What follows belongs to an exercise in optimizing a design on an open flow for small area; a production flow would make more cautious choices.
Function was checked by simulation only, so behaviour that the tests miss may differ from the original.
The clock port is modelled as an ideal driver; clocking choices that lean on that would not hold on a real chip.

==> job 2361: inputs <==
==> flow/design.v <==
module ALUb
	(output wire [7:0] res,
	 output wire [3:0] NZVC,
	 input wire [7:0] X, Y,
	 input wire k, chain, cout_sel, sub);
	wire [8:0] c;        
	wire [7:0] ci;       
	wire [7:0] s;
	genvar i;
	generate for (i = 0; i < 8; i = i + 1) begin : rc
		if (i == 0) assign ci[i] = k;
		else assign ci[i] = chain ? c[i] : k;
		assign s[i] = X[i] ^ Y[i] ^ ci[i];
		assign c[i+1] = (X[i] & Y[i]) | (X[i] & ci[i]) | (Y[i] & ci[i]);
	end endgenerate
	assign res = cout_sel ? c[8:1] : s;
	assign NZVC = {res[7], ~|res, chain & (c[8] ^ c[7]), chain & (c[8] ^ sub)};
endmodule
module cpu
	(output reg [7:0] address,
	 output wire [7:0] to_memory,
	 output wire write,
	 input wire [7:0] from_memory,
	 input wire clk, reset);
	reg [7:0] A, B, PC;
	reg [3:0] CCR;       
	reg [3:0] ph;
	reg [2:0] cls;       
	reg       rsel;      
	localparam R  = 4'd0,    
	           F0 = 4'd1,    
	           F1 = 4'd2,    
	           F2 = 4'd3,    
	           DA = 4'd4,    
	           XA = 4'd5,    
	           DN = 4'd6,    
	           H  = 4'd7,    
	           S4 = 4'd8,    
	           S5 = 4'd9,    
	           S6 = 4'd10,   
	           S7 = 4'd11,   
	           S8 = 4'd12;   
	wire [7:0] m = from_memory;
	wire [3:0] n = m[3:0];
	wire pR = (ph == R), pF0 = (ph == F0), pF1 = (ph == F1), pF2 = (ph == F2);
	wire pS4 = (ph == S4), pS5 = (ph == S5), pS6 = (ph == S6), pS7 = (ph == S7);
	wire pS8 = (ph == S8);
	wire is_alu = (m[7:4] == 4'h4) && (n >= 4'h2) && (n <= 4'hD);
	wire is_br  = (m[7:4] == 4'h2) && (n <= 4'h8);
	wire is_ld  = (m[7:4] == 4'h8) && (n >= 4'h6) && (n <= 4'h9);
	wire is_st  = (m[7:1] == 7'b1001011);
	reg  taken;
	always @(*) begin
		case (n)
			4'h0: taken = 1'b1;
			4'h1: taken = CCR[3];
			4'h2: taken = ~CCR[3];
			4'h3: taken = CCR[2];
			4'h4: taken = ~CCR[2];
			4'h5: taken = CCR[1];
			4'h6: taken = ~CCR[1];
			4'h7: taken = CCR[0];
			default: taken = ~CCR[0];
		endcase
	end
	wire c_imm = cls[2] & ~cls[1] & ~cls[0];
	wire c_dir = cls[2] & ~cls[1] & cls[0];
	wire c_st  = cls[2] & cls[1];
	wire c_brt = ~cls[2] & cls[1];
	wire c_brn = ~cls[2] & ~cls[1];
	reg f_yB, f_inv, f_k, f_chain, f_cs, f_dstb;
	always @(*) begin
		f_yB = 1'b1; f_inv = 1'b0; f_k = 1'b0; f_chain = 1'b1; f_cs = 1'b0; f_dstb = 1'b0;
		case (n)
			4'h3: begin f_inv = 1'b1; f_k = 1'b1; end
			4'h4: begin f_chain = 1'b0; f_cs = 1'b1; end
			4'h5: begin f_chain = 1'b0; f_cs = 1'b1; f_k = 1'b1; end
			4'h6: begin f_yB = 1'b0; f_k = 1'b1; end
			4'h7: begin f_yB = 1'b0; f_k = 1'b1; f_dstb = 1'b1; end
			4'h8: begin f_yB = 1'b0; f_inv = 1'b1; end
			4'h9: begin f_yB = 1'b0; f_inv = 1'b1; f_dstb = 1'b1; end
			4'hA: f_chain = 1'b0;
			4'hB: begin f_yB = 1'b0; f_inv = 1'b1; f_chain = 1'b0; end
			4'hC: begin f_yB = 1'b0; f_inv = 1'b1; f_chain = 1'b0; f_dstb = 1'b1; end
			4'hD: f_dstb = 1'b1;
			default: ;
		endcase
	end
	wire xA = pF2 | (pS7 & ~rsel);
	wire xM = pF1 | pS5;
	wire xP = pF0 | pS4;
	wire yB = (pF2 & f_yB) | (pS7 & rsel);
	wire yM = pS6 | pS8;
	wire inv = pF2 & f_inv;
	wire k = xM | (pF2 & f_k);
	wire chain = ~pF2 | f_chain;
	wire cout_sel = pF2 & f_cs;
	wire [7:0] X = ({8{xA}} & A) | ({8{xM}} & address) | ({8{xP}} & PC);
	wire [7:0] Y = (({8{yB}} & B) | ({8{yM}} & m)) ^ {8{inv}};
	wire [7:0] res;
	wire [3:0] NZVC;
	ALUb alu (.res(res), .NZVC(NZVC), .X(X), .Y(Y), .k(k), .chain(chain), .cout_sel(cout_sel), .sub(inv));
	wire alu_go = pF2 & is_alu;
	wire ld_go  = (pS6 & c_imm) | pS8;
	wire mar_en = pR | pF0 | pS4 | (pS6 & cls[2] & (cls[1] | cls[0]));
	wire pc_en  = pR | xM | (pS6 & c_brt);
	wire a_en   = pR | (alu_go & ~f_dstb) | (ld_go & ~rsel);
	wire b_en   = pR | (alu_go & f_dstb) | (ld_go & rsel);
	assign write = pS7 & cls[1];
	assign to_memory = X | Y;    
	reg [3:0] nph;
	always @(*) begin
		case (ph)
			R, F0: nph = F1;
			F1: nph = F2;
			F2: nph = is_alu ? DA : (is_br | is_ld | is_st) ? DN : H;
			DA: nph = XA;
			DN: nph = S4;
			H:  nph = H;
			S4: nph = S5;
			S5: nph = c_brn ? F0 : S6;
			S6: nph = (c_imm | c_brt) ? F0 : S7;
			S7: nph = c_st ? F0 : S8;
			default: nph = F0;    
		endcase
	end
	always @(posedge clk or negedge reset)
		if (!reset) ph <= R;
		else ph <= nph;
	always @(posedge clk)
		if (pF2) begin
			cls  <= {m[7], m[7] ? m[4] : taken, m[0]};
			rsel <= m[3] | (m[4] & m[0]);
		end
	always @(posedge clk or negedge reset)
		if (!reset) address <= 8'h00;
		else if (mar_en) address <= res;
	always @(posedge clk) begin
		if (alu_go | pR) CCR <= {NZVC[3], NZVC[2] & ~pR, NZVC[1:0]};
		if (pc_en) PC <= res;
		if (a_en) A <= res;
		if (b_en) B <= res;
	end
endmodule
==> flow/flow/run.sh <==
#!/bin/bash
# Own layout flow:
#  1. the standard synthesis (standard.sh), unchanged;
#  2. its combinational cells re-mapped by ABC with an area script
#     (deepsyn with a few seeds; the smallest result is kept); the registers
#     stay as the standard synthesis made them (same cells, same names);
#  3. the standard layout of that netlist, with the smallest buffer on
#     the ports and a clock tree of small buffers without dummy loads.
# Each tool's output goes to a log of its own in the work folder.
set -euo pipefail
W=$(pwd)
R=$W/orfs/results/$FLOW_PLATFORM/cpu/base
PDIR=$FLOW_HOME/platforms/$FLOW_PLATFORM
export RS_LIB=$PDIR/lib/sky130_fd_sc_hd__tt_025C_1v80.lib
export RS_DONT_USE=$(sed -n '/^export DONT_USE_CELLS/,/^$/p' $PDIR/config.mk | grep -o 'sky130_fd_sc_hd__[a-z0-9_]*' | tr '\n' ' ')
export RS_IN=$W/synth_standard.v
SEEDS="0 1 2 3 4 5 6 7"
source flow/settings.sh

bash standard.sh "$R/1_2_yosys.v" > log_synth_standard.log 2>&1
cp "$R/1_2_yosys.v" "$RS_IN"

run_seed() {
  local s=$1
  if [[ $s == 0 ]]; then sed "s/-S @SEED@ //" flow/resynth.abc; else sed "s/@SEED@/$s/" flow/resynth.abc; fi > $W/resynth_$s.abc
  RS_ABC=$W/resynth_$s.abc RS_OUT=$W/synth_resynth_$s.v yosys -c flow/resynth.tcl > log_resynth_$s.log 2>&1 || true
}
n=0
for s in $SEEDS; do
  run_seed $s &
  n=$((n + 1))
  if (( n % ${NUM_CORES:-4} == 0 )); then wait; fi
done
wait
best=""; best_area=""
for s in $SEEDS; do
  a=$(grep "Chip area for module" log_resynth_$s.log | tail -1 | awk '{print $NF}') || true
  [[ -n "$a" && -s synth_resynth_$s.v ]] || continue
  if [[ -z "$best" ]] || awk -v a=$a -v b=$best_area 'BEGIN{exit !(a<b)}'; then best=$s; best_area=$a; fi
done
echo "resynthesis: seed $best, area $best_area" > log_resynth_choice.log
cp "synth_resynth_$best.v" "$R/1_2_yosys.v"

bash standard.sh BUFFER_PORTS_ARGS="-buffer_cell sky130_fd_sc_hd__buf_1" \
  CTS_ARGS="$CTS_ARGS" finish > log_layout.log 2>&1
==> flow/flow/resynth.abc <==
strash
&get -n
&deepsyn -S @SEED@ -T 20
&put
dch -f
map -a
==> flow/flow/resynth.tcl <==
# Re-map the combinational part of the standard synthesis netlist with ABC.
# Cells are read with their functions; the flip-flop cells are kept as black
# boxes, so the registers keep their cells and instance names.
yosys read_liberty -ignore_miss_func $::env(RS_LIB)
yosys read_verilog $::env(RS_IN)
yosys hierarchy -top cpu
yosys blackbox sky130_fd_sc_hd__df* sky130_fd_sc_hd__edf*
yosys flatten
yosys rename -hide w:*.*
yosys opt -purge
set du {}
foreach c $::env(RS_DONT_USE) { lappend du -dont_use $c }
yosys abc -liberty $::env(RS_LIB) {*}$du -script $::env(RS_ABC)
yosys opt_clean -purge
yosys splitnets
yosys opt_clean -purge
yosys hilomap -singleton -hicell sky130_fd_sc_hd__conb_1 HI -locell sky130_fd_sc_hd__conb_1 LO
yosys insbuf -buf sky130_fd_sc_hd__buf_4 A X
yosys stat -liberty $::env(RS_LIB)
yosys write_verilog -noattr -noexpr -nohex -nodec -selected $::env(RS_OUT)
==> flow/flow/settings.sh <==
CTS_ARGS="-sink_clustering_enable -repair_clock_nets -dont_use_dummy_load -buf_list sky130_fd_sc_hd__clkbuf_8 -sink_clustering_size 24"
==> flow/standard.sh <==
#!/bin/bash
# synth_recipe.tcl (not shown) runs the flow's synth.tcl, then flattens the netlist and writes it again
# the make line also repeats each setting of config.mk as NAME=value (left out here)
make -C /OpenROAD-flow-scripts/flow DESIGN_CONFIG=/design/flow/config.mk WORK_HOME=/design/flow/orfs CLKGATE_MAP_FILE= SYNTH_SCRIPT=/design/flow/synth_recipe.tcl "${@:-finish}"
==> flow/config.mk <==
export PLATFORM = sky130hd
export DESIGN_NAME = cpu
export DESIGN_NICKNAME = cpu
export VERILOG_FILES = /design/flow/design.v
export SDC_FILE = /design/flow/constraint.sdc
export NUM_CORES = 4
export LEC_CHECK = 0
export ABC_AREA = 1
export CAP_MARGIN = 20
export CORE_MARGIN = 2
export CORE_UTILIZATION = 40
export SLEW_MARGIN = 20
==> flow/constraint.sdc <==
create_clock -name core_clock -period 8.0 [get_ports {clk}]
set_input_delay 1.6000 -clock core_clock [delete_from_list [all_inputs] [get_ports {clk}]]
set_output_delay 1.6000 -clock core_clock [all_outputs]
set_load 0.01 [all_outputs]
==> job 1391: changes against job 2361 <==
--- a/flow/design.v
+++ b/flow/design.v
@@ -135,6 +135,9 @@
 	always @(posedge clk or negedge reset)
-		if (!reset) address <= 8'h00;
-		else if (mar_en) address <= res;
+		if (!reset) begin
+			address <= 8'h00; CCR <= 4'h0;
+		end else begin
+			if (mar_en) address <= res;
+			if (alu_go) CCR <= NZVC;
+		end
 	always @(posedge clk) begin
-		if (alu_go | pR) CCR <= {NZVC[3], NZVC[2] & ~pR, NZVC[1:0]};
 		if (pc_en) PC <= res;
==> flow/flow/run.sh (replaced) <==
#!/bin/bash
# Own layout flow:
#  1. the standard synthesis (standard.sh), unchanged;
#  2. its combinational cells re-mapped by ABC with an area script; the
#     registers stay as the standard synthesis made them (same cells, names);
#  3. the standard layout of that netlist, with the smallest buffer on
#     the ports.
# Each tool's output goes to a log of its own in the work folder.
set -euo pipefail
W=$(pwd)
R=$W/orfs/results/$FLOW_PLATFORM/cpu/base
PDIR=$FLOW_HOME/platforms/$FLOW_PLATFORM
export RS_LIB=$PDIR/lib/sky130_fd_sc_hd__tt_025C_1v80.lib
export RS_DONT_USE=$(sed -n '/^export DONT_USE_CELLS/,/^$/p' $PDIR/config.mk | grep -o 'sky130_fd_sc_hd__[a-z0-9_]*' | tr '\n' ' ')
export RS_IN=$W/synth_standard.v
export RS_OUT=$W/synth_resynth.v
export RS_ABC=$W/flow/resynth.abc

bash standard.sh "$R/1_2_yosys.v" > log_synth_standard.log 2>&1
cp "$R/1_2_yosys.v" "$RS_IN"
yosys -c flow/resynth.tcl > log_resynth.log 2>&1
cp "$RS_OUT" "$R/1_2_yosys.v"
bash standard.sh BUFFER_PORTS_ARGS="-buffer_cell sky130_fd_sc_hd__buf_1" \
  CTS_ARGS="-sink_clustering_enable -repair_clock_nets -dont_use_dummy_load -buf_list sky130_fd_sc_hd__clkbuf_8 -sink_clustering_size 24" \
  finish > log_layout.log 2>&1
==> flow/flow/resynth.abc (replaced) <==
strash
&get -n
&deepsyn -T 20
&put
dch -f
map -a
removed: flow/flow/settings.sh
==> job 4277: changes against job 2361 <==
--- a/flow/design.v
+++ b/flow/design.v
@@ -29,15 +29,15 @@
 	reg       rsel;      
-	localparam R  = 4'd0,    
-	           F0 = 4'd1,    
-	           F1 = 4'd2,    
-	           F2 = 4'd3,    
-	           DA = 4'd4,    
-	           XA = 4'd5,    
-	           DN = 4'd6,    
-	           H  = 4'd7,    
-	           S4 = 4'd8,    
-	           S5 = 4'd9,    
-	           S6 = 4'd10,   
-	           S7 = 4'd11,   
-	           S8 = 4'd12;   
+	localparam R  = 4'd10,    
+	           F0 = 4'd0,    
+	           F1 = 4'd8,    
+	           F2 = 4'd1,    
+	           DA = 4'd6,    
+	           XA = 4'd9,    
+	           DN = 4'd5,    
+	           H  = 4'd14,    
+	           S4 = 4'd4,    
+	           S5 = 4'd12,    
+	           S6 = 4'd3,   
+	           S7 = 4'd2,   
+	           S8 = 4'd11;   
 	wire [7:0] m = from_memory;
==> flow/flow/run.sh (replaced) <==
#!/bin/bash
# Own layout flow:
#  1. the standard synthesis (standard.sh), unchanged;
#  2. its combinational cells re-mapped by ABC with an area script
#     (deepsyn and amap, a few seeds; the smallest result is kept); the registers
#     stay as the standard synthesis made them (same cells, same names);
#  3. the standard layout of that netlist, with the smallest buffer on
#     the ports and a clock tree of small buffers without dummy loads.
# Each tool's output goes to a log of its own in the work folder.
set -euo pipefail
W=$(pwd)
R=$W/orfs/results/$FLOW_PLATFORM/cpu/base
PDIR=$FLOW_HOME/platforms/$FLOW_PLATFORM
export RS_LIB=$PDIR/lib/sky130_fd_sc_hd__tt_025C_1v80.lib
export RS_DONT_USE=$(sed -n '/^export DONT_USE_CELLS/,/^$/p' $PDIR/config.mk | grep -o 'sky130_fd_sc_hd__[a-z0-9_]*' | tr '\n' ' ')
export RS_IN=$W/synth_standard.v
SEEDS="0"
POSTS="a"
source flow/settings.sh

bash standard.sh "$R/1_2_yosys.v" > log_synth_standard.log 2>&1
cp "$R/1_2_yosys.v" "$RS_IN"

run_job() {
  local s=$1 p=$2 seedarg="" post="amap"
  [[ $s == 0 ]] || seedarg="-S $s"
  [[ $p == b ]] && post="dch -f; amap"
  sed -e "s/@SEEDARG@/$seedarg/" -e "s/@POST@/$post/" flow/resynth.abc | tr ';' '\n' > $W/resynth_$s$p.abc
  RS_ABC=$W/resynth_$s$p.abc RS_OUT=$W/synth_resynth_$s$p.v yosys -c flow/resynth.tcl > log_resynth_$s$p.log 2>&1 || true
}
JOBS=""
for s in $SEEDS; do for p in $POSTS; do JOBS="$JOBS $s$p"; done; done
n=0
for j in $JOBS; do
  run_job ${j%?} ${j: -1} &
  n=$((n + 1))
  if (( n % ${NUM_CORES:-4} == 0 )); then wait; fi
done
wait
best=""; best_area=""
for j in $JOBS; do
  a=$(grep "Chip area for module" log_resynth_$j.log | tail -1 | awk '{print $NF}') || true
  [[ -n "$a" && -s synth_resynth_$j.v ]] || continue
  if [[ -z "$best" ]] || awk -v a=$a -v b=$best_area 'BEGIN{exit !(a<b)}'; then best=$j; best_area=$a; fi
done
echo "resynthesis: job $best, area $best_area" > log_resynth_choice.log
# one clock buffer drives every register's clock pin
python3 flow/clkbuf.py "synth_resynth_$best.v" "$R/1_2_yosys.v" > log_clkbuf.log 2>&1

bash standard.sh BUFFER_PORTS_ARGS="-buffer_cell sky130_fd_sc_hd__buf_1" \
  CTS_ARGS="$CTS_ARGS" finish > log_layout.log 2>&1
==> flow/flow/clkbuf.py (new file) <==
# Clock distribution: the clock port drives three clkbuf_8 buffers, and each
# buffer drives the clock pins of one group of registers (A and B; PC and
# MAR; the control registers). Every register is one buffer from the port.
import re, sys
src, dst = sys.argv[1], sys.argv[2]
v = open(src).read()
groups = {'clk_g0': ('A[', 'B['), 'clk_g1': ('PC[', 'address[')}
count = {'clk_g0': 0, 'clk_g1': 0, 'clk_g2': 0}

def fix(m):
    body = m.group(0)
    if '.CLK(clk)' not in body:
        return body
    name = m.group(2).lstrip('\\')
    g = 'clk_g2'
    for net, prefixes in groups.items():
        if name.startswith(prefixes):
            g = net
    count[g] += 1
    return body.replace('.CLK(clk)', '.CLK(%s)' % g)

v = re.sub(r'(sky130_fd_sc_hd__\w+)\s+(\S+)\s*\((.*?)\);', fix, v, flags=re.S)
assert '.CLK(clk)' not in v
m = re.search(r'\n(\s*)wire ', v)
v = v[:m.start()] + '\n  wire clk_g0;\n  wire clk_g1;\n  wire clk_g2;' + v[m.start():]
i = v.rindex('endmodule')
bufs = ''.join('  sky130_fd_sc_hd__clkbuf_8 %s_buf (\n    .A(clk),\n    .X(%s)\n  );\n' % (g, g) for g in count)
v = v[:i] + bufs + v[i:]
open(dst, 'w').write(v)
print('registers per clock buffer:', count)
==> flow/flow/resynth.abc (replaced) <==
strash
&get -n
&deepsyn @SEEDARG@ -T 60
&put
@POST@
==> flow/flow/settings.sh (replaced) <==
CTS_ARGS="-clk_nets clk -dont_use_dummy_load -buf_list sky130_fd_sc_hd__clkbuf_8"
--- a/flow/config.mk
+++ b/flow/config.mk
@@ -8,5 +8,6 @@
 export ABC_AREA = 1
-export CAP_MARGIN = 20
+export CAP_MARGIN = 0
 export CORE_MARGIN = 2
 export CORE_UTILIZATION = 40
-export SLEW_MARGIN = 20
+export GPL_TIMING_DRIVEN = 0
+export SLEW_MARGIN = 0
==> flow_metrics.tcl <==
set metrics [dict create \
    status "timing/DRC/antenna clean" \
    worstSetupPathType "in -> reg" \
    slew_headroom 0.255 \
    nets 363 \
    gr-usage-met3 0.0346 \
    worst-path-buf-inv 6 \
    fillers 612 \
    crit_end "CCR[2]$_DFFE_PN0P_" \
    reg2reg_from "ph[3]$_DFF_PN0_" \
    tightestPinTransition_ns 1.11 \
    hpwlAfterDp_mm 5.53 \
    vias 2394 \
    grt_pass1_wl_mm 11.4 \
    cp_max_fo 16 \
]
That was job 1391.
==> flow_metrics.tcl <==
set metrics [dict create \
    status "timing/DRC/antenna clean" \
    fillers 595 \
    cp_max_fo 8 \
    gr-usage-met3 0.0288 \
    grt_pass1_wl_mm 10.4 \
    reg2reg_from "ph[1]$_DFF_PN0_" \
    tightestPinTransition_ns 0.994 \
    crit_end "CCR[2]$_DFFE_PP_" \
    worst-path-buf-inv 5 \
    nWellTaps 75 \
    hpwlAfterDp_mm 4.99 \
    slew_headroom 0.334 \
    cts_max_level 2 \
]
That was job 2361.
==> flow_metrics.tcl <==
set metrics [dict create \
    status "timing/DRC/antenna clean" \
    worstSetupPathType "reg -> reg" \
    fillers 566 \
    cp_max_fo 8 \
    hpwlAfterDp_mm 4.73 \
    crit_end "CCR[2]$_DFFE_PP_" \
    nets 287 \
    slew_headroom 0.281 \
    worst-path-buf-inv 3 \
    vias 2065 \
    tightestPinTransition_ns 1.07 \
]
That was job 4277.

## port drivers added, routing unchanged
No port has a modelled driver above. Below, the same layouts with a new extraction and two added sets of constraints. Step 1, drivers: a clkbuf_16 drives clk and a buf_2 each remaining input, both assumed. Step 2 times the ports against the registers' clock, not the clock port: input delays grow and output delays shrink by t, the midpoint of the rising clock arrivals with the driver on. Slacks: no drivers / after step 1 / after step 2; pairs: no drivers / after step 1.
run	t (ns)	slack for setup (ns)	worst setup path after step 2	clock arrival spread, ns	worst register clock-pin slew, ns
job 2361	0.317	2.239 / 2.243 / 1.926	input to register	0.025 / 0.025	0.09 / 0.09
job 1391	0.312	1.753 / 1.757 / 1.444	input to register	0.018 / 0.019	0.08 / 0.08
job 4277	0.399	1.126 / 1.126 / 0.792	input to register	0.032 / 0.033	0.11 / 0.11
After both steps setup and hold are still met in every run listed. The setup slack of job 4277, which loses most, moves by 0.000 ns with the drivers and by -0.334 ns with both steps.
